This design comes from an exercise in tuning for small area, a short achievable clock period and few clock cycles on the open sky130 flow, not from production work.
At most, simulation tests tie the RTL to the original design; equivalence was not proved.
Only the layout flow was run in run 1; the RTL was not checked for function there.

==> flow/design.v (outline; a module is shown in full before it is edited, if it fits) <==
// module fa1: 4 lines
// module ha1: 4 lines
// module mul_step: 520 lines
// module aoi222: 3 lines
// module aoi22: 3 lines
// module nand4x: 3 lines
// module nand3x: 3 lines
// module nor3x: 3 lines
// module rmux32: 13 lines
// module wbmux: 3 lines
// module reg_file: 37 lines
// module pg_cell: 4 lines
// module pgn_cell: 4 lines
// module gp_black: 4 lines
// module gp_gray: 3 lines
// module xor_cell: 3 lines
// module mux2_cell: 3 lines
// module oreg: 4 lines
// module and2_cell: 3 lines
// module andn_cell: 3 lines
// module nor3_cell: 3 lines
// module nor3b_cell: 3 lines
// module and3b_cell: 3 lines
// module or2_cell: 3 lines
// module inv_cell: 3 lines
// module eq18: 79 lines
// module region_logic: 16 lines
// module nor2_cell: 3 lines
// module nand2_cell: 3 lines
// module eq32: 26 lines
// module add32n: 340 lines
// module mips: 198 lines
module mips(
	input clk, arst_n,
	input [31:0] instr, mem_read_data,
	output [31:0] current_inst, alu_out, mem_write_data,
	output mem_write
);
  // ...
==> flow/flow/run.sh <==
#!/bin/bash
# The standard ORFS flow (the standard.sh) with these changes to how the
# layout is made:
#  - timing repair is asked to leave a setup margin, so that the tools keep
#    improving paths that already meet the design's period;
#  - the port buffers are plain buffers;
#  - clock tree synthesis uses larger sink clusters and no dummy loads.
# Each step's output goes to a log of its own.
set -euo pipefail
MARGIN=${MARGIN:-16.4}
CTS="-sink_clustering_enable -repair_clock_nets -sink_clustering_size 25 -sink_clustering_max_diameter 70 -dont_use_dummy_load"
bash standard.sh synth > log_synth.txt 2>&1
for t in floorplan place cts route finish; do
  bash standard.sh SETUP_SLACK_MARGIN=$MARGIN "BUFFER_PORTS_ARGS=-buffer_cell sky130_fd_sc_hd__buf_2" "CTS_ARGS=$CTS" $t > log_$t.txt 2>&1
done
==> flow/standard.sh <==
#!/bin/bash
# synth_recipe.tcl (not shown) runs the flow's synth.tcl, then flattens the netlist and writes it again
# the make line also repeats each setting of config.mk as NAME=value (left out here)
make -C /OpenROAD-flow-scripts/flow DESIGN_CONFIG=/design/flow/config.mk WORK_HOME=/design/flow/orfs CLKGATE_MAP_FILE= SYNTH_SCRIPT=/design/flow/synth_recipe.tcl "${@:-finish}"
==> flow/config.mk <==
export PLATFORM = sky130hd
export DESIGN_NAME = mips
export DESIGN_NICKNAME = mips
export VERILOG_FILES = /design/flow/design.v
export SDC_FILE = /design/flow/constraint.sdc
export NUM_CORES = 8
export LEC_CHECK = 0
export CAP_MARGIN = 20
export CORE_MARGIN = 2
export CORE_UTILIZATION = 55
export SLEW_MARGIN = 20
export SYNTH_HIERARCHICAL = 1
==> flow/constraint.sdc <==
create_clock -name core_clock -period 22.0 [get_ports {clk}]
set_input_delay 4.4000 -clock core_clock [delete_from_list [all_inputs] [get_ports {clk}]]
set_output_delay 4.4000 -clock core_clock [all_outputs]
set_load 0.01 [all_outputs]
==> metrics.csv, run 1 <==
metric;value;unit
r2r-end;pc_r.q[5]$_DFF_P_;
synth_top_area_share;50.1;%
post-route-util;59.8;%
min-delay-start;v_d$_DFFE_PN0N_;
remaining_drc_errors;0;
nFlopsAndLatches;1335;
routed.top_layer;met5;
critPathMaxStageDelay;0.44;ns
maxSlewHeadroom;25.3;%
power_frac_seq;45.9;%
status;timing/DRC/antenna clean;
cts_resized;68;
dieWidth;354;um
min_path_type;register to register;
cts_buffers;85;
grt_pass1_vias;47500;
avgSynthCellArea;14.0;um2
synthXorXnorAreaFrac;3.02;%
grtUsageMet2;56.0;%
tightest_slew;1.12;ns
min_to;v_d$_DFFE_PN0N_;
clkPwrFrac;20.3;%
final_common_cell;edfxtp_1;
synth_seq_cells;1335;
period_share;25.8;%
ys_types;91;
h-tree-depth;3;
synth_edf_count;1121;
reg2reg_from;hit_a$_SDFFCE_PP0N_;
worstPathArrival;1.27;ns
top_register;reg_file.rh;
==> module reg_file, before the edit <==
module reg_file(
	input clk, we,
	input [3:0] hi1, hi2,
	input [7:0] lo1, lo2,
	input f1, f2,
	input [31:0] fwd,
	input [4:0] a3,
	input [31:0] wd_lo, wd_hi,	 
	output [31:0] rd1_n, rd2_n	 
);
	reg [31:0] rl [1:15];
	reg [31:0] rh [16:31];
	wire [31:1] s1, s2;
	genvar i, b;
	generate for (i = 1; i < 32; i = i + 1) begin : dec
		assign s1[i] = hi1[i / 8] & lo1[i % 8] & ~f1;
		assign s2[i] = hi2[i / 8] & lo2[i % 8] & ~f2;
	end endgenerate
	generate for (b = 0; b < 32; b = b + 1) begin : gb
		wire [31:1] col;
		for (i = 1; i < 32; i = i + 1) begin : c
			if (i < 16) begin : l
				assign col[i] = rl[i][b];
			end else begin : h
				assign col[i] = rh[i][b];
			end
		end
		rmux32 m1(.d(col), .s(s1), .f(fwd[b]), .sf(f1), .yn(rd1_n[b]));
		rmux32 m2(.d(col), .s(s2), .f(fwd[b]), .sf(f2), .yn(rd2_n[b]));
	end endgenerate
	always @(posedge clk)
		if (we && !a3[4] && a3 != 5'd0)
			rl[a3[3:0]] <= wd_lo;
	always @(posedge clk)
		if (we && a3[4])
			rh[a3] <= wd_hi;
endmodule
==> module region_logic, before the edit <==
module region_logic(
	input j_hi3, j_lo3,	 
	input j_same,		 
	input lrn_ok,		 
	input stall, redirect,
	input rc_red,		 
	input seq_cross,	 
	input jf_v, ub_v, ub_learn,
	output jf_learn, jf_v_n, ub_v_n
);
	wire f_j = j_hi3 & j_lo3;
	wire rc = redirect ? rc_red : stall ? 1'b0 : f_j ? ~j_same : seq_cross;
	assign jf_learn = f_j & j_same & lrn_ok & ~stall;
	assign jf_v_n = ~rc & (jf_v | jf_learn);
	assign ub_v_n = ~rc & (ub_v | ub_learn);
endmodule
==> module mips, before the edit <==
module mips(
	input clk, arst_n,
	input [31:0] instr, mem_read_data,
	output [31:0] current_inst, alu_out, mem_write_data,
	output mem_write
);
	reg  [31:2] pc_f;
	wire [31:2] pc_f4 = pc_f + 30'd1;
	wire f_j = (instr[31:26] == 6'b000010);
	wire [31:2] pc_o;
	assign current_inst = {pc_o, 2'b00};
	reg        v_d;
	reg [31:0] ir;
	reg [3:0]  rs_hi, rt_hi;
	reg [7:0]  rs_lo, rt_lo;
	wire [5:0] op = ir[31:26];
	wire [4:0] rs = ir[25:21], rt = ir[20:16], rd = ir[15:11];
	wire [5:0] fn = ir[5:0];
	wire d_r    = v_d & (op == 6'h00);
	wire d_addi = v_d & (op == 6'h08);
	wire d_lw   = v_d & (op == 6'h23);
	wire d_sw   = v_d & (op == 6'h2b);
	wire d_beq  = v_d & (op == 6'h04);
	wire f_sub  = (fn == 6'h22);
	wire f_slt  = (fn == 6'h2a);
	wire f_mul  = (fn == 6'h1c);
	wire [4:0] dst = d_r ? rd : rt;
	wire d_wr   = (d_r | d_addi | d_lw) & (dst != 5'd0);
	wire use_rs = d_r | d_addi | d_lw | d_sw | d_beq;
	wire use_rt = d_r | d_sw | d_beq;
	reg        we_m, ld_m, st_m, mul_m;
	reg [1:0]  mstep;
	reg [23:0] acc_s, acc_c;
	reg        acc_ci;
	reg [4:0]  rd_m;
	reg [31:0] res_m, sd_m;
	wire [31:0] rf_an, rf_bn;
	wire [31:0] wb_lo, wb_hi;
	wire mul_busy = mul_m & (mstep != 2'd3);
	wire wb_en = we_m & ~mul_busy;
	reg_file reg_file(.clk(clk), .we(wb_en), .hi1(rs_hi), .lo1(rs_lo), .hi2(rt_hi), .lo2(rt_lo), .f1(hit_a), .f2(hit_b), .fwd(res_m), .a3(rd_m), .wd_lo(wb_lo), .wd_hi(wb_hi), .rd1_n(rf_an), .rd2_n(rf_bn));
	reg hit_a, hit_b;
	wire [31:0] a = ~rf_an;
	wire [31:0] b = ~rf_bn;
	wire d_mul = d_r & f_mul;
	wire ld_a = ld_m & hit_a;
	wire ld_b = ld_m & hit_b;
	wire stall = mul_busy |
	             (mul_m & ((use_rs & hit_a) | (use_rt & hit_b))) |
	             (ld_a & use_rs & ~d_mul) | (ld_b & use_rt & ~d_mul & ~d_sw);
	wire [31:0] imm = {{16{ir[15]}}, ir[15:0]};
	wire do_sub = d_r & (f_sub | f_slt);
	wire [31:0] bop = d_r ? b : imm;
	wire [31:0] sum;
	wire        cout;
	add32n alu_add(.an(rf_an), .b(bop ^ {32{do_sub}}), .cin(do_sub), .s(sum), .co(cout));
	wire lt = ~cout;
	wire [31:0] res = d_mul ? a : (d_r & f_slt) ? {31'd0, lt} : sum;
	wire eq;
	eq32 beq_cmp(.a(rf_an), .b(rf_bn), .eq(eq));
	reg pred_d;
	wire br_ok = d_beq & ~stall & ~pred_d;
	wire redirect = br_ok & eq;
	wire redirect_lo, redirect_hi;
	and2_cell rdl(.a(br_ok), .b(eq), .y(redirect_lo));
	and2_cell rdh(.a(br_ok), .b(eq), .y(redirect_hi));
	reg       jf_v, fold_d;
	reg [9:2] jf_j, jf_tgt;
	wire jf_hit = jf_v & (pc_f4[9:2] == jf_j);
	wire j_hi3, j_lo3;
	nor3_cell jd1(.a(instr[31]), .b(instr[30]), .c(instr[29]), .y(j_hi3));
	nor3b_cell jd2(.a(instr[28]), .b(instr[26]), .cn(instr[27]), .y(j_lo3));
	wire j_mid, j_same, jf_learn, jf_v_n, ub_v_n;
	eq18 jsm(.a(instr[25:8]), .b(pc_f[27:10]), .eq(j_mid));
	and2_cell jsa(.a(j_mid), .b(pc_f4[31:28] == pc_f[31:28]), .y(j_same));
	wire [31:2] d_next = {pc_f[31:10], fold_d ? jf_j : pc_f[9:2]};
	wire [31:2] pc_tgt = d_next + {{14{ir[15]}}, ir[15:0]};
	reg       ub_v;
	reg [9:2] ub_key, ub_tgt;
	wire ub_hit = ub_v & (pc_f[9:2] == ub_key);
	wire fold = jf_hit & ~f_j & ~ub_hit;
	wire ub_learn = d_beq & ~pred_d & (rs == 5'd0) & (rt == 5'd0) & ~stall &
	                (pc_tgt[31:10] == pc_f[31:10]) & (d_next[9:2] != 8'd0);
	region_logic rgl(.j_hi3(j_hi3), .j_lo3(j_lo3), .j_same(j_same), .lrn_ok(pc_f[9:2] != 8'd0),
		.stall(stall), .redirect(redirect), .rc_red(pc_tgt[31:10] != pc_f[31:10]),
		.seq_cross(pc_f[9:2] == 8'hff), .jf_v(jf_v), .ub_v(ub_v), .ub_learn(ub_learn),
		.jf_learn(jf_learn), .jf_v_n(jf_v_n), .ub_v_n(ub_v_n));
	wire [31:2] pc_a = ub_hit ? {pc_f[31:10], ub_tgt} :
	                   jf_hit ? {pc_f[31:10], jf_tgt} : pc_f4;
	wire [31:2] pc_b = stall ? pc_f : pc_a;
	wire [31:2] pc_j = {pc_f4[31:28], instr[25:0]};
	wire sel_j_lo, sel_j_hi;
	and3b_cell sjl(.an(stall), .b(j_hi3), .c(j_lo3), .y(sel_j_lo));
	and3b_cell sjh(.an(stall), .b(j_hi3), .c(j_lo3), .y(sel_j_hi));
	wire [31:2] pc_c, pc_next;
	genvar gi;
	generate for (gi = 2; gi < 32; gi = gi + 1) begin : gpc
		mux2_cell mj(.a(pc_b[gi]), .b(pc_j[gi]), .s(gi < 17 ? sel_j_lo : sel_j_hi), .y(pc_c[gi]));
		mux2_cell mr(.a(pc_c[gi]), .b(pc_tgt[gi]), .s(gi < 10 ? redirect_lo : redirect_hi), .y(pc_next[gi]));
	end endgenerate
	wire [7:0]  pbyte;
	wire        pcout;
	wire [23:0] nacc_s, nacc_c;
	mul_step mul_step(.a(res_m), .b(sd_m[7:0]), .s(acc_s), .c(acc_c), .cin(acc_ci),
		.p(pbyte), .cout(pcout), .s_next(nacc_s), .c_next(nacc_c));
	wire [31:0] mprod = {pbyte, sd_m[31:8]};
	wire [31:0] wb_alu = mul_m ? mprod : res_m;
	wbmux wbm_lo(.ld(ld_m), .mem(mem_read_data), .alu(wb_alu), .y(wb_lo));
	wbmux wbm_hi(.ld(ld_m), .mem(mem_read_data), .alu(wb_alu), .y(wb_hi));
	wire [31:0] sd_next = mul_busy ? mprod : ((d_mul | d_sw) & ld_b) ? mem_read_data : b;
	wire [31:0] res_next = (d_mul & ld_a) ? mem_read_data : res;
	oreg #(32) ao_r(.clk(clk), .d(res_next), .q(alu_out));
	oreg #(32) sd_r(.clk(clk), .d(sd_next), .q(mem_write_data));
	oreg #(30) pc_r(.clk(clk), .d(pc_next & {30{arst_n}}), .q(pc_o));
	assign mem_write = st_m;
	always @(posedge clk or negedge arst_n) begin
		if (!arst_n) begin
			pc_f <= 30'd0;
			v_d <= 1'b0;
			we_m <= 1'b0;
			ld_m <= 1'b0;
			st_m <= 1'b0;
			mul_m <= 1'b0;
			mstep <= 2'd0;
		end else begin
			pc_f <= pc_next;
			if (!stall)
				v_d <= ~redirect;
			if (mul_busy) begin
				mstep <= mstep + 2'd1;
			end else if (stall) begin
				we_m <= 1'b0;
				ld_m <= 1'b0;
				st_m <= 1'b0;
				mul_m <= 1'b0;
			end else begin
				we_m <= d_wr;
				ld_m <= d_lw;
				st_m <= d_sw;
				mul_m <= d_mul & (dst != 5'd0);
				mstep <= 2'd0;
			end
		end
	end
	always @(posedge clk or negedge arst_n) begin
		if (!arst_n)
			jf_v <= 1'b0;
		else
			jf_v <= jf_v_n;
	end
	always @(posedge clk or negedge arst_n) begin
		if (!arst_n)
			ub_v <= 1'b0;
		else
			ub_v <= ub_v_n;
	end
	always @(posedge clk) begin
		if (ub_learn) begin
			ub_key <= d_next[9:2] - 8'd1;
			ub_tgt <= pc_tgt[9:2];
		end
	end
	always @(posedge clk) begin
		if (jf_learn) begin
			jf_j <= pc_f[9:2];
			jf_tgt <= instr[7:0];
		end
	end
	always @(posedge clk) begin
		if (mul_busy) begin
			acc_s <= nacc_s;
			acc_c <= nacc_c;
			acc_ci <= pcout;
		end else begin
			acc_s <= 24'd0;
			acc_c <= 24'd0;
			acc_ci <= 1'b0;
		end
	end
	always @(posedge clk) begin
		hit_a <= mul_busy ? hit_a : stall ? 1'b0 : d_wr & (dst == instr[25:21]);
		hit_b <= mul_busy ? hit_b : stall ? 1'b0 : d_wr & (dst == instr[20:16]);
		if (!stall) begin
			ir <= instr;
			rs_hi <= 4'd1 << instr[25:24];
			rs_lo <= 8'd1 << instr[23:21];
			rt_hi <= 4'd1 << instr[20:19];
			rt_lo <= 8'd1 << instr[18:16];
			pred_d <= ub_hit;
			fold_d <= fold;
		end
		sd_m <= sd_next;
		if (!mul_busy) begin
			res_m <= res_next;
			rd_m <= dst;
		end
	end
endmodule
==> run 2, diff against run 1 <==
--- a/flow/design.v
+++ b/flow/design.v
@@ -531,4 +531,4 @@
 endmodule
-module aoi22(input a0, s0, a1, s1, output y);
-	assign y = ~((a0 & s0) | (a1 & s1));
+module nand2x(input a, b, output y);
+	assign y = ~(a & b);
 endmodule
@@ -543,3 +543,3 @@
 endmodule
-module rmux32(input [31:1] d, input [31:1] s, input f, sf, output yn);
+module rmux31(input [31:1] d, input [31:1] s, output yn);
 	wire [10:0] p;
@@ -549,3 +549,3 @@
 	end endgenerate
-	aoi22 u10(.a0(d[31]), .s0(s[31]), .a1(f), .s1(sf), .y(p[10]));
+	nand2x u10(.a(d[31]), .b(s[31]), .y(p[10]));
 	wire q0, q1, q2;
@@ -556,5 +556,2 @@
 endmodule
-module wbmux(input ld, input [31:0] mem, alu, output [31:0] y);
-	assign y = ld ? mem : alu;
-endmodule
 module reg_file(
@@ -563,6 +560,4 @@
 	input [7:0] lo1, lo2,
-	input f1, f2,
-	input [31:0] fwd,
 	input [4:0] a3,
-	input [31:0] wd_lo, wd_hi,	 
+	input [31:0] wd,
 	output [31:0] rd1_n, rd2_n	 
@@ -574,4 +569,4 @@
 	generate for (i = 1; i < 32; i = i + 1) begin : dec
-		assign s1[i] = hi1[i / 8] & lo1[i % 8] & ~f1;
-		assign s2[i] = hi2[i / 8] & lo2[i % 8] & ~f2;
+		assign s1[i] = hi1[i / 8] & lo1[i % 8];
+		assign s2[i] = hi2[i / 8] & lo2[i % 8];
 	end endgenerate
@@ -586,4 +581,4 @@
 		end
-		rmux32 m1(.d(col), .s(s1), .f(fwd[b]), .sf(f1), .yn(rd1_n[b]));
-		rmux32 m2(.d(col), .s(s2), .f(fwd[b]), .sf(f2), .yn(rd2_n[b]));
+		rmux31 m1(.d(col), .s(s1), .yn(rd1_n[b]));
+		rmux31 m2(.d(col), .s(s2), .yn(rd2_n[b]));
 	end endgenerate
@@ -591,6 +586,6 @@
 		if (we && !a3[4] && a3 != 5'd0)
-			rl[a3[3:0]] <= wd_lo;
+			rl[a3[3:0]] <= wd;
 	always @(posedge clk)
 		if (we && a3[4])
-			rh[a3] <= wd_hi;
+			rh[a3] <= wd;
 endmodule
@@ -614,4 +609,4 @@
 endmodule
-module mux2_cell(input a, b, s, output y);
-	assign y = s ? b : a;
+module mux2i_cell(input a, b, s, output y);
+	assign y = ~(s ? b : a);
 endmodule
@@ -621,2 +616,9 @@
 endmodule
+module oreg_r #(parameter W = 32) (input clk, arst_n, input [W-1:0] d, output reg [W-1:0] q);
+	always @(posedge clk or negedge arst_n)
+		if (!arst_n)
+			q <= {W{1'b0}};
+		else
+			q <= d;
+endmodule
 module and2_cell(input a, b, output y);
@@ -728,4 +730,5 @@
 	input seq_cross,	 
-	input jf_v, ub_v, ub_learn,
-	output jf_learn, jf_v_n, ub_v_n
+	input jf_v, ub_v,
+	input ub_load, ub_ok,	 
+	output jf_load, jf_v_n, ub_v_n
 );
@@ -733,5 +736,5 @@
 	wire rc = redirect ? rc_red : stall ? 1'b0 : f_j ? ~j_same : seq_cross;
-	assign jf_learn = f_j & j_same & lrn_ok & ~stall;
-	assign jf_v_n = ~rc & (jf_v | jf_learn);
-	assign ub_v_n = ~rc & (ub_v | ub_learn);
+	assign jf_load = f_j & ~stall;
+	assign jf_v_n = ~rc & (jf_load ? j_same & lrn_ok : jf_v);
+	assign ub_v_n = ~rc & (ub_load ? ub_ok : ub_v);
 endmodule
@@ -769,3 +772,3 @@
 endmodule
-module add32n(input [31:0] an, b, input cin, output [31:0] s, output co);
+module add32(input [31:0] a, b, input cin, output [31:0] s, output co);
   wire [32:0] g0, p0;
@@ -773,34 +776,34 @@
   assign p0[0] = 1'b0;
-  pgn_cell pg0(.an(an[0]), .b(b[0]), .g(g0[1]), .p(p0[1]));
-  pgn_cell pg1(.an(an[1]), .b(b[1]), .g(g0[2]), .p(p0[2]));
-  pgn_cell pg2(.an(an[2]), .b(b[2]), .g(g0[3]), .p(p0[3]));
-  pgn_cell pg3(.an(an[3]), .b(b[3]), .g(g0[4]), .p(p0[4]));
-  pgn_cell pg4(.an(an[4]), .b(b[4]), .g(g0[5]), .p(p0[5]));
-  pgn_cell pg5(.an(an[5]), .b(b[5]), .g(g0[6]), .p(p0[6]));
-  pgn_cell pg6(.an(an[6]), .b(b[6]), .g(g0[7]), .p(p0[7]));
-  pgn_cell pg7(.an(an[7]), .b(b[7]), .g(g0[8]), .p(p0[8]));
-  pgn_cell pg8(.an(an[8]), .b(b[8]), .g(g0[9]), .p(p0[9]));
-  pgn_cell pg9(.an(an[9]), .b(b[9]), .g(g0[10]), .p(p0[10]));
-  pgn_cell pg10(.an(an[10]), .b(b[10]), .g(g0[11]), .p(p0[11]));
-  pgn_cell pg11(.an(an[11]), .b(b[11]), .g(g0[12]), .p(p0[12]));
-  pgn_cell pg12(.an(an[12]), .b(b[12]), .g(g0[13]), .p(p0[13]));
-  pgn_cell pg13(.an(an[13]), .b(b[13]), .g(g0[14]), .p(p0[14]));
-  pgn_cell pg14(.an(an[14]), .b(b[14]), .g(g0[15]), .p(p0[15]));
-  pgn_cell pg15(.an(an[15]), .b(b[15]), .g(g0[16]), .p(p0[16]));
-  pgn_cell pg16(.an(an[16]), .b(b[16]), .g(g0[17]), .p(p0[17]));
-  pgn_cell pg17(.an(an[17]), .b(b[17]), .g(g0[18]), .p(p0[18]));
-  pgn_cell pg18(.an(an[18]), .b(b[18]), .g(g0[19]), .p(p0[19]));
-  pgn_cell pg19(.an(an[19]), .b(b[19]), .g(g0[20]), .p(p0[20]));
-  pgn_cell pg20(.an(an[20]), .b(b[20]), .g(g0[21]), .p(p0[21]));
-  pgn_cell pg21(.an(an[21]), .b(b[21]), .g(g0[22]), .p(p0[22]));
-  pgn_cell pg22(.an(an[22]), .b(b[22]), .g(g0[23]), .p(p0[23]));
-  pgn_cell pg23(.an(an[23]), .b(b[23]), .g(g0[24]), .p(p0[24]));
-  pgn_cell pg24(.an(an[24]), .b(b[24]), .g(g0[25]), .p(p0[25]));
-  pgn_cell pg25(.an(an[25]), .b(b[25]), .g(g0[26]), .p(p0[26]));
-  pgn_cell pg26(.an(an[26]), .b(b[26]), .g(g0[27]), .p(p0[27]));
-  pgn_cell pg27(.an(an[27]), .b(b[27]), .g(g0[28]), .p(p0[28]));
-  pgn_cell pg28(.an(an[28]), .b(b[28]), .g(g0[29]), .p(p0[29]));
-  pgn_cell pg29(.an(an[29]), .b(b[29]), .g(g0[30]), .p(p0[30]));
-  pgn_cell pg30(.an(an[30]), .b(b[30]), .g(g0[31]), .p(p0[31]));
-  pgn_cell pg31(.an(an[31]), .b(b[31]), .g(g0[32]), .p(p0[32]));
+  pg_cell pg0(.a(a[0]), .b(b[0]), .g(g0[1]), .p(p0[1]));
+  pg_cell pg1(.a(a[1]), .b(b[1]), .g(g0[2]), .p(p0[2]));
+  pg_cell pg2(.a(a[2]), .b(b[2]), .g(g0[3]), .p(p0[3]));
+  pg_cell pg3(.a(a[3]), .b(b[3]), .g(g0[4]), .p(p0[4]));
+  pg_cell pg4(.a(a[4]), .b(b[4]), .g(g0[5]), .p(p0[5]));
+  pg_cell pg5(.a(a[5]), .b(b[5]), .g(g0[6]), .p(p0[6]));
+  pg_cell pg6(.a(a[6]), .b(b[6]), .g(g0[7]), .p(p0[7]));
+  pg_cell pg7(.a(a[7]), .b(b[7]), .g(g0[8]), .p(p0[8]));
+  pg_cell pg8(.a(a[8]), .b(b[8]), .g(g0[9]), .p(p0[9]));
+  pg_cell pg9(.a(a[9]), .b(b[9]), .g(g0[10]), .p(p0[10]));
+  pg_cell pg10(.a(a[10]), .b(b[10]), .g(g0[11]), .p(p0[11]));
+  pg_cell pg11(.a(a[11]), .b(b[11]), .g(g0[12]), .p(p0[12]));
+  pg_cell pg12(.a(a[12]), .b(b[12]), .g(g0[13]), .p(p0[13]));
+  pg_cell pg13(.a(a[13]), .b(b[13]), .g(g0[14]), .p(p0[14]));
+  pg_cell pg14(.a(a[14]), .b(b[14]), .g(g0[15]), .p(p0[15]));
+  pg_cell pg15(.a(a[15]), .b(b[15]), .g(g0[16]), .p(p0[16]));
+  pg_cell pg16(.a(a[16]), .b(b[16]), .g(g0[17]), .p(p0[17]));
+  pg_cell pg17(.a(a[17]), .b(b[17]), .g(g0[18]), .p(p0[18]));
+  pg_cell pg18(.a(a[18]), .b(b[18]), .g(g0[19]), .p(p0[19]));
+  pg_cell pg19(.a(a[19]), .b(b[19]), .g(g0[20]), .p(p0[20]));
+  pg_cell pg20(.a(a[20]), .b(b[20]), .g(g0[21]), .p(p0[21]));
+  pg_cell pg21(.a(a[21]), .b(b[21]), .g(g0[22]), .p(p0[22]));
+  pg_cell pg22(.a(a[22]), .b(b[22]), .g(g0[23]), .p(p0[23]));
+  pg_cell pg23(.a(a[23]), .b(b[23]), .g(g0[24]), .p(p0[24]));
+  pg_cell pg24(.a(a[24]), .b(b[24]), .g(g0[25]), .p(p0[25]));
+  pg_cell pg25(.a(a[25]), .b(b[25]), .g(g0[26]), .p(p0[26]));
+  pg_cell pg26(.a(a[26]), .b(b[26]), .g(g0[27]), .p(p0[27]));
+  pg_cell pg27(.a(a[27]), .b(b[27]), .g(g0[28]), .p(p0[28]));
+  pg_cell pg28(.a(a[28]), .b(b[28]), .g(g0[29]), .p(p0[29]));
+  pg_cell pg29(.a(a[29]), .b(b[29]), .g(g0[30]), .p(p0[30]));
+  pg_cell pg30(.a(a[30]), .b(b[30]), .g(g0[31]), .p(p0[31]));
+  pg_cell pg31(.a(a[31]), .b(b[31]), .g(g0[32]), .p(p0[32]));
   wire k1_1_g;
@@ -1109,2 +1112,234 @@
 endmodule
+module add32sn(input [31:0] an, b, input cin, output [31:0] s, output co);
+  wire [32:0] g0, p0;
+  assign g0[0] = cin;
+  assign p0[0] = 1'b0;
+  pgn_cell pg0(.an(an[0]), .b(b[0]), .g(g0[1]), .p(p0[1]));
+  pgn_cell pg1(.an(an[1]), .b(b[1]), .g(g0[2]), .p(p0[2]));
+  pgn_cell pg2(.an(an[2]), .b(b[2]), .g(g0[3]), .p(p0[3]));
+  pgn_cell pg3(.an(an[3]), .b(b[3]), .g(g0[4]), .p(p0[4]));
+  pgn_cell pg4(.an(an[4]), .b(b[4]), .g(g0[5]), .p(p0[5]));
+  pgn_cell pg5(.an(an[5]), .b(b[5]), .g(g0[6]), .p(p0[6]));
+  pgn_cell pg6(.an(an[6]), .b(b[6]), .g(g0[7]), .p(p0[7]));
+  pgn_cell pg7(.an(an[7]), .b(b[7]), .g(g0[8]), .p(p0[8]));
+  pgn_cell pg8(.an(an[8]), .b(b[8]), .g(g0[9]), .p(p0[9]));
+  pgn_cell pg9(.an(an[9]), .b(b[9]), .g(g0[10]), .p(p0[10]));
+  pgn_cell pg10(.an(an[10]), .b(b[10]), .g(g0[11]), .p(p0[11]));
+  pgn_cell pg11(.an(an[11]), .b(b[11]), .g(g0[12]), .p(p0[12]));
+  pgn_cell pg12(.an(an[12]), .b(b[12]), .g(g0[13]), .p(p0[13]));
+  pgn_cell pg13(.an(an[13]), .b(b[13]), .g(g0[14]), .p(p0[14]));
+  pgn_cell pg14(.an(an[14]), .b(b[14]), .g(g0[15]), .p(p0[15]));
+  pgn_cell pg15(.an(an[15]), .b(b[15]), .g(g0[16]), .p(p0[16]));
+  pgn_cell pg16(.an(an[16]), .b(b[16]), .g(g0[17]), .p(p0[17]));
+  pgn_cell pg17(.an(an[17]), .b(b[17]), .g(g0[18]), .p(p0[18]));
+  pgn_cell pg18(.an(an[18]), .b(b[18]), .g(g0[19]), .p(p0[19]));
+  pgn_cell pg19(.an(an[19]), .b(b[19]), .g(g0[20]), .p(p0[20]));
+  pgn_cell pg20(.an(an[20]), .b(b[20]), .g(g0[21]), .p(p0[21]));
+  pgn_cell pg21(.an(an[21]), .b(b[21]), .g(g0[22]), .p(p0[22]));
+  pgn_cell pg22(.an(an[22]), .b(b[22]), .g(g0[23]), .p(p0[23]));
+  pgn_cell pg23(.an(an[23]), .b(b[23]), .g(g0[24]), .p(p0[24]));
+  pgn_cell pg24(.an(an[24]), .b(b[24]), .g(g0[25]), .p(p0[25]));
+  pgn_cell pg25(.an(an[25]), .b(b[25]), .g(g0[26]), .p(p0[26]));
+  pgn_cell pg26(.an(an[26]), .b(b[26]), .g(g0[27]), .p(p0[27]));
+  pgn_cell pg27(.an(an[27]), .b(b[27]), .g(g0[28]), .p(p0[28]));
+  pgn_cell pg28(.an(an[28]), .b(b[28]), .g(g0[29]), .p(p0[29]));
+  pgn_cell pg29(.an(an[29]), .b(b[29]), .g(g0[30]), .p(p0[30]));
+  pgn_cell pg30(.an(an[30]), .b(b[30]), .g(g0[31]), .p(p0[31]));
+  pgn_cell pg31(.an(an[31]), .b(b[31]), .g(g0[32]), .p(p0[32]));
+  wire l1_1_g;
+  gp_gray cl1_1(.g1(g0[1]), .p1(p0[1]), .g0(g0[0]), .g(l1_1_g));
+  wire l1_3_g, l1_3_p;
+  gp_black cl1_3(.g1(g0[3]), .p1(p0[3]), .g0(g0[2]), .p0(p0[2]), .g(l1_3_g), .p(l1_3_p));
+  wire l1_5_g, l1_5_p;
+  gp_black cl1_5(.g1(g0[5]), .p1(p0[5]), .g0(g0[4]), .p0(p0[4]), .g(l1_5_g), .p(l1_5_p));
+  wire l1_7_g, l1_7_p;
+  gp_black cl1_7(.g1(g0[7]), .p1(p0[7]), .g0(g0[6]), .p0(p0[6]), .g(l1_7_g), .p(l1_7_p));
+  wire l1_9_g, l1_9_p;
+  gp_black cl1_9(.g1(g0[9]), .p1(p0[9]), .g0(g0[8]), .p0(p0[8]), .g(l1_9_g), .p(l1_9_p));
+  wire l1_11_g, l1_11_p;
+  gp_black cl1_11(.g1(g0[11]), .p1(p0[11]), .g0(g0[10]), .p0(p0[10]), .g(l1_11_g), .p(l1_11_p));
+  wire l1_13_g, l1_13_p;
+  gp_black cl1_13(.g1(g0[13]), .p1(p0[13]), .g0(g0[12]), .p0(p0[12]), .g(l1_13_g), .p(l1_13_p));
+  wire l1_15_g, l1_15_p;
+  gp_black cl1_15(.g1(g0[15]), .p1(p0[15]), .g0(g0[14]), .p0(p0[14]), .g(l1_15_g), .p(l1_15_p));
+  wire l1_17_g, l1_17_p;
+  gp_black cl1_17(.g1(g0[17]), .p1(p0[17]), .g0(g0[16]), .p0(p0[16]), .g(l1_17_g), .p(l1_17_p));
+  wire l1_19_g, l1_19_p;
+  gp_black cl1_19(.g1(g0[19]), .p1(p0[19]), .g0(g0[18]), .p0(p0[18]), .g(l1_19_g), .p(l1_19_p));
+  wire l1_21_g, l1_21_p;
+  gp_black cl1_21(.g1(g0[21]), .p1(p0[21]), .g0(g0[20]), .p0(p0[20]), .g(l1_21_g), .p(l1_21_p));
+  wire l1_23_g, l1_23_p;
+  gp_black cl1_23(.g1(g0[23]), .p1(p0[23]), .g0(g0[22]), .p0(p0[22]), .g(l1_23_g), .p(l1_23_p));
+  wire l1_25_g, l1_25_p;
+  gp_black cl1_25(.g1(g0[25]), .p1(p0[25]), .g0(g0[24]), .p0(p0[24]), .g(l1_25_g), .p(l1_25_p));
+  wire l1_27_g, l1_27_p;
+  gp_black cl1_27(.g1(g0[27]), .p1(p0[27]), .g0(g0[26]), .p0(p0[26]), .g(l1_27_g), .p(l1_27_p));
+  wire l1_29_g, l1_29_p;
+  gp_black cl1_29(.g1(g0[29]), .p1(p0[29]), .g0(g0[28]), .p0(p0[28]), .g(l1_29_g), .p(l1_29_p));
+  wire l1_31_g, l1_31_p;
+  gp_black cl1_31(.g1(g0[31]), .p1(p0[31]), .g0(g0[30]), .p0(p0[30]), .g(l1_31_g), .p(l1_31_p));
+  wire l2_2_g;
+  gp_gray cl2_2(.g1(g0[2]), .p1(p0[2]), .g0(l1_1_g), .g(l2_2_g));
+  wire l2_3_g;
+  gp_gray cl2_3(.g1(l1_3_g), .p1(l1_3_p), .g0(l1_1_g), .g(l2_3_g));
+  wire l2_6_g, l2_6_p;
+  gp_black cl2_6(.g1(g0[6]), .p1(p0[6]), .g0(l1_5_g), .p0(l1_5_p), .g(l2_6_g), .p(l2_6_p));
+  wire l2_7_g, l2_7_p;
+  gp_black cl2_7(.g1(l1_7_g), .p1(l1_7_p), .g0(l1_5_g), .p0(l1_5_p), .g(l2_7_g), .p(l2_7_p));
+  wire l2_10_g, l2_10_p;
+  gp_black cl2_10(.g1(g0[10]), .p1(p0[10]), .g0(l1_9_g), .p0(l1_9_p), .g(l2_10_g), .p(l2_10_p));
+  wire l2_11_g, l2_11_p;
+  gp_black cl2_11(.g1(l1_11_g), .p1(l1_11_p), .g0(l1_9_g), .p0(l1_9_p), .g(l2_11_g), .p(l2_11_p));
+  wire l2_14_g, l2_14_p;
+  gp_black cl2_14(.g1(g0[14]), .p1(p0[14]), .g0(l1_13_g), .p0(l1_13_p), .g(l2_14_g), .p(l2_14_p));
+  wire l2_15_g, l2_15_p;
+  gp_black cl2_15(.g1(l1_15_g), .p1(l1_15_p), .g0(l1_13_g), .p0(l1_13_p), .g(l2_15_g), .p(l2_15_p));
+  wire l2_18_g, l2_18_p;
+  gp_black cl2_18(.g1(g0[18]), .p1(p0[18]), .g0(l1_17_g), .p0(l1_17_p), .g(l2_18_g), .p(l2_18_p));
+  wire l2_19_g, l2_19_p;
+  gp_black cl2_19(.g1(l1_19_g), .p1(l1_19_p), .g0(l1_17_g), .p0(l1_17_p), .g(l2_19_g), .p(l2_19_p));
+  wire l2_22_g, l2_22_p;
+  gp_black cl2_22(.g1(g0[22]), .p1(p0[22]), .g0(l1_21_g), .p0(l1_21_p), .g(l2_22_g), .p(l2_22_p));
+  wire l2_23_g, l2_23_p;
+  gp_black cl2_23(.g1(l1_23_g), .p1(l1_23_p), .g0(l1_21_g), .p0(l1_21_p), .g(l2_23_g), .p(l2_23_p));
+  wire l2_26_g, l2_26_p;
+  gp_black cl2_26(.g1(g0[26]), .p1(p0[26]), .g0(l1_25_g), .p0(l1_25_p), .g(l2_26_g), .p(l2_26_p));
+  wire l2_27_g, l2_27_p;
+  gp_black cl2_27(.g1(l1_27_g), .p1(l1_27_p), .g0(l1_25_g), .p0(l1_25_p), .g(l2_27_g), .p(l2_27_p));
+  wire l2_30_g, l2_30_p;
+  gp_black cl2_30(.g1(g0[30]), .p1(p0[30]), .g0(l1_29_g), .p0(l1_29_p), .g(l2_30_g), .p(l2_30_p));
+  wire l2_31_g, l2_31_p;
+  gp_black cl2_31(.g1(l1_31_g), .p1(l1_31_p), .g0(l1_29_g), .p0(l1_29_p), .g(l2_31_g), .p(l2_31_p));
+  wire l3_4_g;
+  gp_gray cl3_4(.g1(g0[4]), .p1(p0[4]), .g0(l2_3_g), .g(l3_4_g));
+  wire l3_5_g;
+  gp_gray cl3_5(.g1(l1_5_g), .p1(l1_5_p), .g0(l2_3_g), .g(l3_5_g));
+  wire l3_6_g;
+  gp_gray cl3_6(.g1(l2_6_g), .p1(l2_6_p), .g0(l2_3_g), .g(l3_6_g));
+  wire l3_7_g;
+  gp_gray cl3_7(.g1(l2_7_g), .p1(l2_7_p), .g0(l2_3_g), .g(l3_7_g));
+  wire l3_12_g, l3_12_p;
+  gp_black cl3_12(.g1(g0[12]), .p1(p0[12]), .g0(l2_11_g), .p0(l2_11_p), .g(l3_12_g), .p(l3_12_p));
+  wire l3_13_g, l3_13_p;
+  gp_black cl3_13(.g1(l1_13_g), .p1(l1_13_p), .g0(l2_11_g), .p0(l2_11_p), .g(l3_13_g), .p(l3_13_p));
+  wire l3_14_g, l3_14_p;
+  gp_black cl3_14(.g1(l2_14_g), .p1(l2_14_p), .g0(l2_11_g), .p0(l2_11_p), .g(l3_14_g), .p(l3_14_p));
+  wire l3_15_g, l3_15_p;
+  gp_black cl3_15(.g1(l2_15_g), .p1(l2_15_p), .g0(l2_11_g), .p0(l2_11_p), .g(l3_15_g), .p(l3_15_p));
+  wire l3_20_g, l3_20_p;
+  gp_black cl3_20(.g1(g0[20]), .p1(p0[20]), .g0(l2_19_g), .p0(l2_19_p), .g(l3_20_g), .p(l3_20_p));
+  wire l3_21_g, l3_21_p;
+  gp_black cl3_21(.g1(l1_21_g), .p1(l1_21_p), .g0(l2_19_g), .p0(l2_19_p), .g(l3_21_g), .p(l3_21_p));
+  wire l3_22_g, l3_22_p;
+  gp_black cl3_22(.g1(l2_22_g), .p1(l2_22_p), .g0(l2_19_g), .p0(l2_19_p), .g(l3_22_g), .p(l3_22_p));
+  wire l3_23_g, l3_23_p;
+  gp_black cl3_23(.g1(l2_23_g), .p1(l2_23_p), .g0(l2_19_g), .p0(l2_19_p), .g(l3_23_g), .p(l3_23_p));
+  wire l3_28_g, l3_28_p;
+  gp_black cl3_28(.g1(g0[28]), .p1(p0[28]), .g0(l2_27_g), .p0(l2_27_p), .g(l3_28_g), .p(l3_28_p));
+  wire l3_29_g, l3_29_p;
+  gp_black cl3_29(.g1(l1_29_g), .p1(l1_29_p), .g0(l2_27_g), .p0(l2_27_p), .g(l3_29_g), .p(l3_29_p));
+  wire l3_30_g, l3_30_p;
+  gp_black cl3_30(.g1(l2_30_g), .p1(l2_30_p), .g0(l2_27_g), .p0(l2_27_p), .g(l3_30_g), .p(l3_30_p));
+  wire l3_31_g, l3_31_p;
+  gp_black cl3_31(.g1(l2_31_g), .p1(l2_31_p), .g0(l2_27_g), .p0(l2_27_p), .g(l3_31_g), .p(l3_31_p));
+  wire l4_8_g;
+  gp_gray cl4_8(.g1(g0[8]), .p1(p0[8]), .g0(l3_7_g), .g(l4_8_g));
+  wire l4_9_g;
+  gp_gray cl4_9(.g1(l1_9_g), .p1(l1_9_p), .g0(l3_7_g), .g(l4_9_g));
+  wire l4_10_g;
+  gp_gray cl4_10(.g1(l2_10_g), .p1(l2_10_p), .g0(l3_7_g), .g(l4_10_g));
+  wire l4_11_g;
+  gp_gray cl4_11(.g1(l2_11_g), .p1(l2_11_p), .g0(l3_7_g), .g(l4_11_g));
+  wire l4_12_g;
+  gp_gray cl4_12(.g1(l3_12_g), .p1(l3_12_p), .g0(l3_7_g), .g(l4_12_g));
+  wire l4_13_g;
+  gp_gray cl4_13(.g1(l3_13_g), .p1(l3_13_p), .g0(l3_7_g), .g(l4_13_g));
+  wire l4_14_g;
+  gp_gray cl4_14(.g1(l3_14_g), .p1(l3_14_p), .g0(l3_7_g), .g(l4_14_g));
+  wire l4_15_g;
+  gp_gray cl4_15(.g1(l3_15_g), .p1(l3_15_p), .g0(l3_7_g), .g(l4_15_g));
+  wire l4_24_g, l4_24_p;
+  gp_black cl4_24(.g1(g0[24]), .p1(p0[24]), .g0(l3_23_g), .p0(l3_23_p), .g(l4_24_g), .p(l4_24_p));
+  wire l4_25_g, l4_25_p;
+  gp_black cl4_25(.g1(l1_25_g), .p1(l1_25_p), .g0(l3_23_g), .p0(l3_23_p), .g(l4_25_g), .p(l4_25_p));
+  wire l4_26_g, l4_26_p;
+  gp_black cl4_26(.g1(l2_26_g), .p1(l2_26_p), .g0(l3_23_g), .p0(l3_23_p), .g(l4_26_g), .p(l4_26_p));
+  wire l4_27_g, l4_27_p;
+  gp_black cl4_27(.g1(l2_27_g), .p1(l2_27_p), .g0(l3_23_g), .p0(l3_23_p), .g(l4_27_g), .p(l4_27_p));
+  wire l4_28_g, l4_28_p;
+  gp_black cl4_28(.g1(l3_28_g), .p1(l3_28_p), .g0(l3_23_g), .p0(l3_23_p), .g(l4_28_g), .p(l4_28_p));
+  wire l4_29_g, l4_29_p;
+  gp_black cl4_29(.g1(l3_29_g), .p1(l3_29_p), .g0(l3_23_g), .p0(l3_23_p), .g(l4_29_g), .p(l4_29_p));
+  wire l4_30_g, l4_30_p;
+  gp_black cl4_30(.g1(l3_30_g), .p1(l3_30_p), .g0(l3_23_g), .p0(l3_23_p), .g(l4_30_g), .p(l4_30_p));
+  wire l4_31_g, l4_31_p;
+  gp_black cl4_31(.g1(l3_31_g), .p1(l3_31_p), .g0(l3_23_g), .p0(l3_23_p), .g(l4_31_g), .p(l4_31_p));
+  wire l5_16_g;
+  gp_gray cl5_16(.g1(g0[16]), .p1(p0[16]), .g0(l4_15_g), .g(l5_16_g));
+  wire l5_17_g;
+  gp_gray cl5_17(.g1(l1_17_g), .p1(l1_17_p), .g0(l4_15_g), .g(l5_17_g));
+  wire l5_18_g;
+  gp_gray cl5_18(.g1(l2_18_g), .p1(l2_18_p), .g0(l4_15_g), .g(l5_18_g));
+  wire l5_19_g;
+  gp_gray cl5_19(.g1(l2_19_g), .p1(l2_19_p), .g0(l4_15_g), .g(l5_19_g));
+  wire l5_20_g;
+  gp_gray cl5_20(.g1(l3_20_g), .p1(l3_20_p), .g0(l4_15_g), .g(l5_20_g));
+  wire l5_21_g;
+  gp_gray cl5_21(.g1(l3_21_g), .p1(l3_21_p), .g0(l4_15_g), .g(l5_21_g));
+  wire l5_22_g;
+  gp_gray cl5_22(.g1(l3_22_g), .p1(l3_22_p), .g0(l4_15_g), .g(l5_22_g));
+  wire l5_23_g;
+  gp_gray cl5_23(.g1(l3_23_g), .p1(l3_23_p), .g0(l4_15_g), .g(l5_23_g));
+  wire l5_24_g;
+  gp_gray cl5_24(.g1(l4_24_g), .p1(l4_24_p), .g0(l4_15_g), .g(l5_24_g));
+  wire l5_25_g;
+  gp_gray cl5_25(.g1(l4_25_g), .p1(l4_25_p), .g0(l4_15_g), .g(l5_25_g));
+  wire l5_26_g;
+  gp_gray cl5_26(.g1(l4_26_g), .p1(l4_26_p), .g0(l4_15_g), .g(l5_26_g));
+  wire l5_27_g;
+  gp_gray cl5_27(.g1(l4_27_g), .p1(l4_27_p), .g0(l4_15_g), .g(l5_27_g));
+  wire l5_28_g;
+  gp_gray cl5_28(.g1(l4_28_g), .p1(l4_28_p), .g0(l4_15_g), .g(l5_28_g));
+  wire l5_29_g;
+  gp_gray cl5_29(.g1(l4_29_g), .p1(l4_29_p), .g0(l4_15_g), .g(l5_29_g));
+  wire l5_30_g;
+  gp_gray cl5_30(.g1(l4_30_g), .p1(l4_30_p), .g0(l4_15_g), .g(l5_30_g));
+  wire l5_31_g;
+  gp_gray cl5_31(.g1(l4_31_g), .p1(l4_31_p), .g0(l4_15_g), .g(l5_31_g));
+  wire l6_32_g;
+  gp_gray cl6_32(.g1(g0[32]), .p1(p0[32]), .g0(l5_31_g), .g(l6_32_g));
+  xor_cell sx0(.a(p0[1]), .b(g0[0]), .y(s[0]));
+  xor_cell sx1(.a(p0[2]), .b(l1_1_g), .y(s[1]));
+  xor_cell sx2(.a(p0[3]), .b(l2_2_g), .y(s[2]));
+  xor_cell sx3(.a(p0[4]), .b(l2_3_g), .y(s[3]));
+  xor_cell sx4(.a(p0[5]), .b(l3_4_g), .y(s[4]));
+  xor_cell sx5(.a(p0[6]), .b(l3_5_g), .y(s[5]));
+  xor_cell sx6(.a(p0[7]), .b(l3_6_g), .y(s[6]));
+  xor_cell sx7(.a(p0[8]), .b(l3_7_g), .y(s[7]));
+  xor_cell sx8(.a(p0[9]), .b(l4_8_g), .y(s[8]));
+  xor_cell sx9(.a(p0[10]), .b(l4_9_g), .y(s[9]));
+  xor_cell sx10(.a(p0[11]), .b(l4_10_g), .y(s[10]));
+  xor_cell sx11(.a(p0[12]), .b(l4_11_g), .y(s[11]));
+  xor_cell sx12(.a(p0[13]), .b(l4_12_g), .y(s[12]));
+  xor_cell sx13(.a(p0[14]), .b(l4_13_g), .y(s[13]));
+  xor_cell sx14(.a(p0[15]), .b(l4_14_g), .y(s[14]));
+  xor_cell sx15(.a(p0[16]), .b(l4_15_g), .y(s[15]));
+  xor_cell sx16(.a(p0[17]), .b(l5_16_g), .y(s[16]));
+  xor_cell sx17(.a(p0[18]), .b(l5_17_g), .y(s[17]));
+  xor_cell sx18(.a(p0[19]), .b(l5_18_g), .y(s[18]));
+  xor_cell sx19(.a(p0[20]), .b(l5_19_g), .y(s[19]));
+  xor_cell sx20(.a(p0[21]), .b(l5_20_g), .y(s[20]));
+  xor_cell sx21(.a(p0[22]), .b(l5_21_g), .y(s[21]));
+  xor_cell sx22(.a(p0[23]), .b(l5_22_g), .y(s[22]));
+  xor_cell sx23(.a(p0[24]), .b(l5_23_g), .y(s[23]));
+  xor_cell sx24(.a(p0[25]), .b(l5_24_g), .y(s[24]));
+  xor_cell sx25(.a(p0[26]), .b(l5_25_g), .y(s[25]));
+  xor_cell sx26(.a(p0[27]), .b(l5_26_g), .y(s[26]));
+  xor_cell sx27(.a(p0[28]), .b(l5_27_g), .y(s[27]));
+  xor_cell sx28(.a(p0[29]), .b(l5_28_g), .y(s[28]));
+  xor_cell sx29(.a(p0[30]), .b(l5_29_g), .y(s[29]));
+  xor_cell sx30(.a(p0[31]), .b(l5_30_g), .y(s[30]));
+  xor_cell sx31(.a(p0[32]), .b(l5_31_g), .y(s[31]));
+  assign co = l6_32_g;
+endmodule
 module mips(
@@ -1140,2 +1375,3 @@
 	reg        we_m, ld_m, st_m, mul_m;
+	reg        sub_m, slt_m;	 
 	reg [1:0]  mstep;
@@ -1146,9 +1382,11 @@
 	wire [31:0] rf_an, rf_bn;
-	wire [31:0] wb_lo, wb_hi;
+	wire [31:0] wb;
 	wire mul_busy = mul_m & (mstep != 2'd3);
 	wire wb_en = we_m & ~mul_busy;
-	reg_file reg_file(.clk(clk), .we(wb_en), .hi1(rs_hi), .lo1(rs_lo), .hi2(rt_hi), .lo2(rt_lo), .f1(hit_a), .f2(hit_b), .fwd(res_m), .a3(rd_m), .wd_lo(wb_lo), .wd_hi(wb_hi), .rd1_n(rf_an), .rd2_n(rf_bn));
-	reg hit_a, hit_b;
-	wire [31:0] a = ~rf_an;
-	wire [31:0] b = ~rf_bn;
+	reg_file reg_file(.clk(clk), .we(wb_en), .hi1(rs_hi), .lo1(rs_lo), .hi2(rt_hi), .lo2(rt_lo), .a3(rd_m), .wd(wb), .rd1_n(rf_an), .rd2_n(rf_bn));
+	wire hit_a = we_m & (rd_m == rs);
+	wire hit_b = we_m & (rd_m == rt);
+	wire [31:0] dres;	 
+	wire [31:0] a = hit_a ? dres : ~rf_an;
+	wire [31:0] b = hit_b ? dres : ~rf_bn;
 	wire d_mul = d_r & f_mul;
@@ -1158,13 +1396,9 @@
 	             (mul_m & ((use_rs & hit_a) | (use_rt & hit_b))) |
-	             (ld_a & use_rs & ~d_mul) | (ld_b & use_rt & ~d_mul & ~d_sw);
+	             (hit_a & (d_lw | d_sw)) | (ld_a & d_beq) | (ld_b & d_beq);
 	wire [31:0] imm = {{16{ir[15]}}, ir[15:0]};
-	wire do_sub = d_r & (f_sub | f_slt);
-	wire [31:0] bop = d_r ? b : imm;
-	wire [31:0] sum;
-	wire        cout;
-	add32n alu_add(.an(rf_an), .b(bop ^ {32{do_sub}}), .cin(do_sub), .s(sum), .co(cout));
-	wire lt = ~cout;
-	wire [31:0] res = d_mul ? a : (d_r & f_slt) ? {31'd0, lt} : sum;
+	wire [31:0] agu;
+	wire        agu_co;
+	add32sn agu_add(.an(rf_an), .b(imm), .cin(1'b0), .s(agu), .co(agu_co));
 	wire eq;
-	eq32 beq_cmp(.a(rf_an), .b(rf_bn), .eq(eq));
+	eq32 beq_cmp(.a(a), .b(b), .eq(eq));
 	reg pred_d;
@@ -1190,8 +1424,9 @@
 	wire fold = jf_hit & ~f_j & ~ub_hit;
-	wire ub_learn = d_beq & ~pred_d & (rs == 5'd0) & (rt == 5'd0) & ~stall &
-	                (pc_tgt[31:10] == pc_f[31:10]) & (d_next[9:2] != 8'd0);
+	wire ub_load = d_beq & ~pred_d & (rs == 5'd0) & (rt == 5'd0) & ~stall;
+	wire tgt_same = (pc_tgt[31:10] == pc_f[31:10]);
 	region_logic rgl(.j_hi3(j_hi3), .j_lo3(j_lo3), .j_same(j_same), .lrn_ok(pc_f[9:2] != 8'd0),
-		.stall(stall), .redirect(redirect), .rc_red(pc_tgt[31:10] != pc_f[31:10]),
-		.seq_cross(pc_f[9:2] == 8'hff), .jf_v(jf_v), .ub_v(ub_v), .ub_learn(ub_learn),
-		.jf_learn(jf_learn), .jf_v_n(jf_v_n), .ub_v_n(ub_v_n));
+		.stall(stall), .redirect(redirect), .rc_red(~tgt_same),
+		.seq_cross(pc_f[9:2] == 8'hff), .jf_v(jf_v), .ub_v(ub_v),
+		.ub_load(ub_load), .ub_ok(tgt_same & (d_next[9:2] != 8'd0)),
+		.jf_load(jf_learn), .jf_v_n(jf_v_n), .ub_v_n(ub_v_n));
 	wire [31:2] pc_a = ub_hit ? {pc_f[31:10], ub_tgt} :
@@ -1203,7 +1438,8 @@
 	and3b_cell sjh(.an(stall), .b(j_hi3), .c(j_lo3), .y(sel_j_hi));
-	wire [31:2] pc_c, pc_next;
+	wire [31:2] pcn_c, pc_next;
+	wire [31:2] pcn_tgt = ~pc_tgt;
 	genvar gi;
 	generate for (gi = 2; gi < 32; gi = gi + 1) begin : gpc
-		mux2_cell mj(.a(pc_b[gi]), .b(pc_j[gi]), .s(gi < 17 ? sel_j_lo : sel_j_hi), .y(pc_c[gi]));
-		mux2_cell mr(.a(pc_c[gi]), .b(pc_tgt[gi]), .s(gi < 10 ? redirect_lo : redirect_hi), .y(pc_next[gi]));
+		mux2i_cell mj(.a(pc_b[gi]), .b(pc_j[gi]), .s(gi < 17 ? sel_j_lo : sel_j_hi), .y(pcn_c[gi]));
+		mux2i_cell mr(.a(pcn_c[gi]), .b(pcn_tgt[gi]), .s(gi < 10 ? redirect_lo : redirect_hi), .y(pc_next[gi]));
 	end endgenerate
@@ -1215,10 +1451,14 @@
 	wire [31:0] mprod = {pbyte, sd_m[31:8]};
-	wire [31:0] wb_alu = mul_m ? mprod : res_m;
-	wbmux wbm_lo(.ld(ld_m), .mem(mem_read_data), .alu(wb_alu), .y(wb_lo));
-	wbmux wbm_hi(.ld(ld_m), .mem(mem_read_data), .alu(wb_alu), .y(wb_hi));
-	wire [31:0] sd_next = mul_busy ? mprod : ((d_mul | d_sw) & ld_b) ? mem_read_data : b;
-	wire [31:0] res_next = (d_mul & ld_a) ? mem_read_data : res;
+	wire [31:0] msum;
+	wire        mcout;
+	add32 alu_add(.a(res_m), .b(sd_m), .cin(sub_m), .s(msum), .co(mcout));
+	assign dres = slt_m ? {31'd0, ~mcout} : msum;
+	wire [31:0] wb_alu = mul_m ? mprod : dres;
+	assign wb = ld_m ? mem_read_data : wb_alu;
+	wire d_sub = d_r & (f_sub | f_slt);
+	wire [31:0] sd_next = mul_busy ? mprod : d_addi ? imm : (ld_b ? mem_read_data : b) ^ {32{d_sub}};
+	wire [31:0] res_next = (d_lw | d_sw) ? agu : ld_a ? mem_read_data : a;
 	oreg #(32) ao_r(.clk(clk), .d(res_next), .q(alu_out));
 	oreg #(32) sd_r(.clk(clk), .d(sd_next), .q(mem_write_data));
-	oreg #(30) pc_r(.clk(clk), .d(pc_next & {30{arst_n}}), .q(pc_o));
+	assign pc_o = pc_f;
 	assign mem_write = st_m;
@@ -1237,2 +1477,4 @@
 				v_d <= ~redirect;
+			ld_m <= d_lw & ~stall;
+			st_m <= d_sw & ~stall;
 			if (mul_busy) begin
@@ -1241,4 +1483,2 @@
 				we_m <= 1'b0;
-				ld_m <= 1'b0;
-				st_m <= 1'b0;
 				mul_m <= 1'b0;
@@ -1246,4 +1486,2 @@
 				we_m <= d_wr;
-				ld_m <= d_lw;
-				st_m <= d_sw;
 				mul_m <= d_mul & (dst != 5'd0);
@@ -1266,3 +1504,3 @@
 	always @(posedge clk) begin
-		if (ub_learn) begin
+		if (ub_load) begin
 			ub_key <= d_next[9:2] - 8'd1;
@@ -1289,4 +1527,2 @@
 	always @(posedge clk) begin
-		hit_a <= mul_busy ? hit_a : stall ? 1'b0 : d_wr & (dst == instr[25:21]);
-		hit_b <= mul_busy ? hit_b : stall ? 1'b0 : d_wr & (dst == instr[20:16]);
 		if (!stall) begin
@@ -1304,2 +1540,4 @@
 			rd_m <= dst;
+			sub_m <= d_sub;
+			slt_m <= d_r & f_slt;
 		end
--- a/flow/flow/run.sh
+++ b/flow/flow/run.sh
@@ -10,3 +10,3 @@
 MARGIN=${MARGIN:-16.4}
-CTS="-sink_clustering_enable -repair_clock_nets -sink_clustering_size 25 -sink_clustering_max_diameter 70 -dont_use_dummy_load"
+CTS="-sink_clustering_enable -repair_clock_nets -sink_clustering_size 28 -sink_clustering_max_diameter 75 -dont_use_dummy_load"
 bash standard.sh synth > log_synth.txt 2>&1
==> metrics.csv, run 2 <==
metric;value;unit;change
path_cells;buf_6;;
route.met2.wl;107000;um;
cap_violations;0;;
first_iter_violations;10500;;
min_path_cells;2;;
endpoint_kind;primary output;;
worstPathMaxFanout;2;;
reg2reg_from;rs_lo[3]$_SDFFCE_PP0N_;;
rrSetupSlack;16.45;ns;
ios;163;;
portBuffers;160;;
yosysWarningCount;9;;
final_common_cell;edfxtp_1;;
reg2regPathDepth;15;;
design.core.area;120000;um2;
grt_overflow;0;;
routed.top_layer;met5;;
maxSlewHeadroom;23.9;%;-1.4 points
layout.area.seq;37600;um2;
final_layout_size_suffix_gt1_share;12.2;%;
critPathBufInv;1;;
tns;0;ns;
rsz0062_at_grt;yes;;
worstPathArrival;1.28;ns;about the same
initial_utilization;55.5;%;
total_power;6.75;mW;
h-tree-depth;3;;unchanged
worstSetupPathType;register to primary output;;
syn_area;66600;um2;
dp_hpwl;152000;um;
largest_reg_flops;512;;
dieWidth;352;um;-0.42%
postRouteWirelength;245000;um;
period_share;25.8;%;+0.029 points
grt_antenna_before_repair;15;;
wl_met1;91200;um;
fin_area;72500;um2;
core.rowCount;127;;
die_h;352;um;
dieArea;124000;um2;
dpl_cell_area;70100;um2;
grt_pass1_vias;48800;;+2.7%
multi_input_area;28400;um2;
p_leak;27.4;nW;
dp_cells;6670;;
period_minus_slack;5.68;ns;
top_register;reg_file.rh;;
wire_per_inst;36.2;um;
finalHoldViolations;0;;
post_drt_via_cell_ratio;7.38;;
cp_slowest_cell;dfrtp_2;;
min_path_type;register to register;;
syn_inst;4927;;
setup_viol;0;;
vias;50000;;
required;17.60;ns;
grt_use_total;38.6;%;
ant_nets;0;;
final_cell_mix;edfxtp_1 (1,121), a222oi_1 (640), and2_1 (506);;
cp-start-kind;register;;
grt_pass1_wl;347000;um;
gp_congestion;0.928;;
cp_top_family;flip-flops;;
max_freq;176;MHz;
wl_met3;32700;um;
avgSynthCellArea;13.5;um2;-3.5%
skew;0.113;ns;
tightest_slew;1.14;ns;+0.0244 ns
vdd_drop_max;0.0838;mV;
nets;5562;;
min_to;mstep[1]$_DFFE_PN0P_;;
cts.sinks;1305;;
area_growth;8.85;%;
grt_max_degree;99;;
status;timing/DRC/antenna clean;;
r2r-end;res_m[17]$_DFFE_PN_;;
stdcell_count;6782;;
cts_root_buf;clkbuf_16;;
cts.clk_slew.worst_paths;0.08;ns;
fillCellCount;9578;;
cts_buffers;75;;-12%
remaining_drc_errors;0;;unchanged
drtPass1Iterations;13;;
min-delay-start;mstep[1]$_DFFE_PN0P_;;
clock_latency;0.71;ns;
cts_buffer_depth;3;;
cellPowerDensity;93.1;nW/um2;
cts_tree;yes;;
critPathMaxStageDelay;0.45;ns;about the same
slew_violations;0;;
## run 2: report_power, final
group	switching, mW	internal [mW]
registers	0.106	3.12
clock network	0.788	0.608
logic	1.38	0.745
total	2.28	4.48
## run 2: final cells by class
class / instances / share of cell area (%)
inverters: 71 / 0.367
diodes: 5 / 0.0172
repair buffers: 333 / 3.18
well taps: 1612 / 2.78
multi-input cells: 3381 / 39.2
flip-flops and latches: 1305 / 51.9
clock buffers: 75 / 2.59
## run 2: how the worst max path moves through the flow
stage	from	to	slack (ns)	depth (start not counted)
floorplan	instr[26]	pc_f[10]$_DFF_PN0_	16.48	4
global placement	instr[9]	jf_v$_DFF_PN0_	16.03	11
detailed placement	instr[17]	ub_v$_DFF_PN0_	16.00	11
CTS	pc_f[21]$_DFF_PN0_	current_inst[21]	16.29	1
global route	pc_f[21]$_DFF_PN0_	current_inst[21]	16.29	1
finish	pc_f[14]$_DFF_PN0_	current_inst[14]	16.32	1
## run 2: repair_timing
item                                    CTS  global route
endpoints found under the hold margin     0             0
setup buffers                            30             2
pin swaps                                 0             0
endpoints found under the setup margin   52            40
gates cloned                              0             0
resized for setup                        92            10
hold buffers                              0             0
## run 2: metrics by stage
stage	utilization (%)	worst slack, ns	hold WS (ns)
after floorplan	-	16.48	0.467
after global placement	58.3	16.03	0.486
after detailed placement	58.3	16.00	0.499
after CTS	60.3	16.29	0.515
after global routing	60.4	16.29	0.524
final	60.4	16.32	0.520
## run 2: layer usage
metal / GRT usage, % / vias up
met3: 9.88 / 691
li1: - / 20400
met5: 0 / -
met4: 19.6 / 16
met1: 52.6 / 25000
met2: 57.7 / 3868
Testbench counts of run 2, summed over its fixed seeds: cycles 134,692.

-- what the ideal ports hide --
In the flow no input, the clock included, has a driving cell. The finished layouts below were timed again as built, in two steps. Step 1 (the two cells are an assumption about what drives the block):
set clk [get_ports {clk}]
set_driving_cell -lib_cell sky130_fd_sc_hd__clkbuf_16 $clk
set_driving_cell -lib_cell sky130_fd_sc_hd__buf_2 [delete_from_list [all_inputs] $clk]
Step 2 times the ports against the registers' clock, not the clock port: input delays grow and output delays shrink by t, the midpoint of the rising clock arrivals with the driver on. a / b / c = no drivers / after step 1 / after step 2; a / b = the first two.
| run | t, ns | setup WS [ns] | worst setup path after step 2 | worst register clock-pin slew, ns |
|---|---|---|---|---|
| run 1 | 0.755 | 16.328 / 16.247 / 15.687 | input to register | 0.10 / 0.10 |
| run 2 | 0.732 | 16.322 / 16.241 / 15.985 | input to register | 0.11 / 0.11 |
After both steps every run listed still meets setup and hold. For run 1, which loses most, drivers alone change the setup slack by -0.081 ns; drivers and shift together by -0.641 ns.
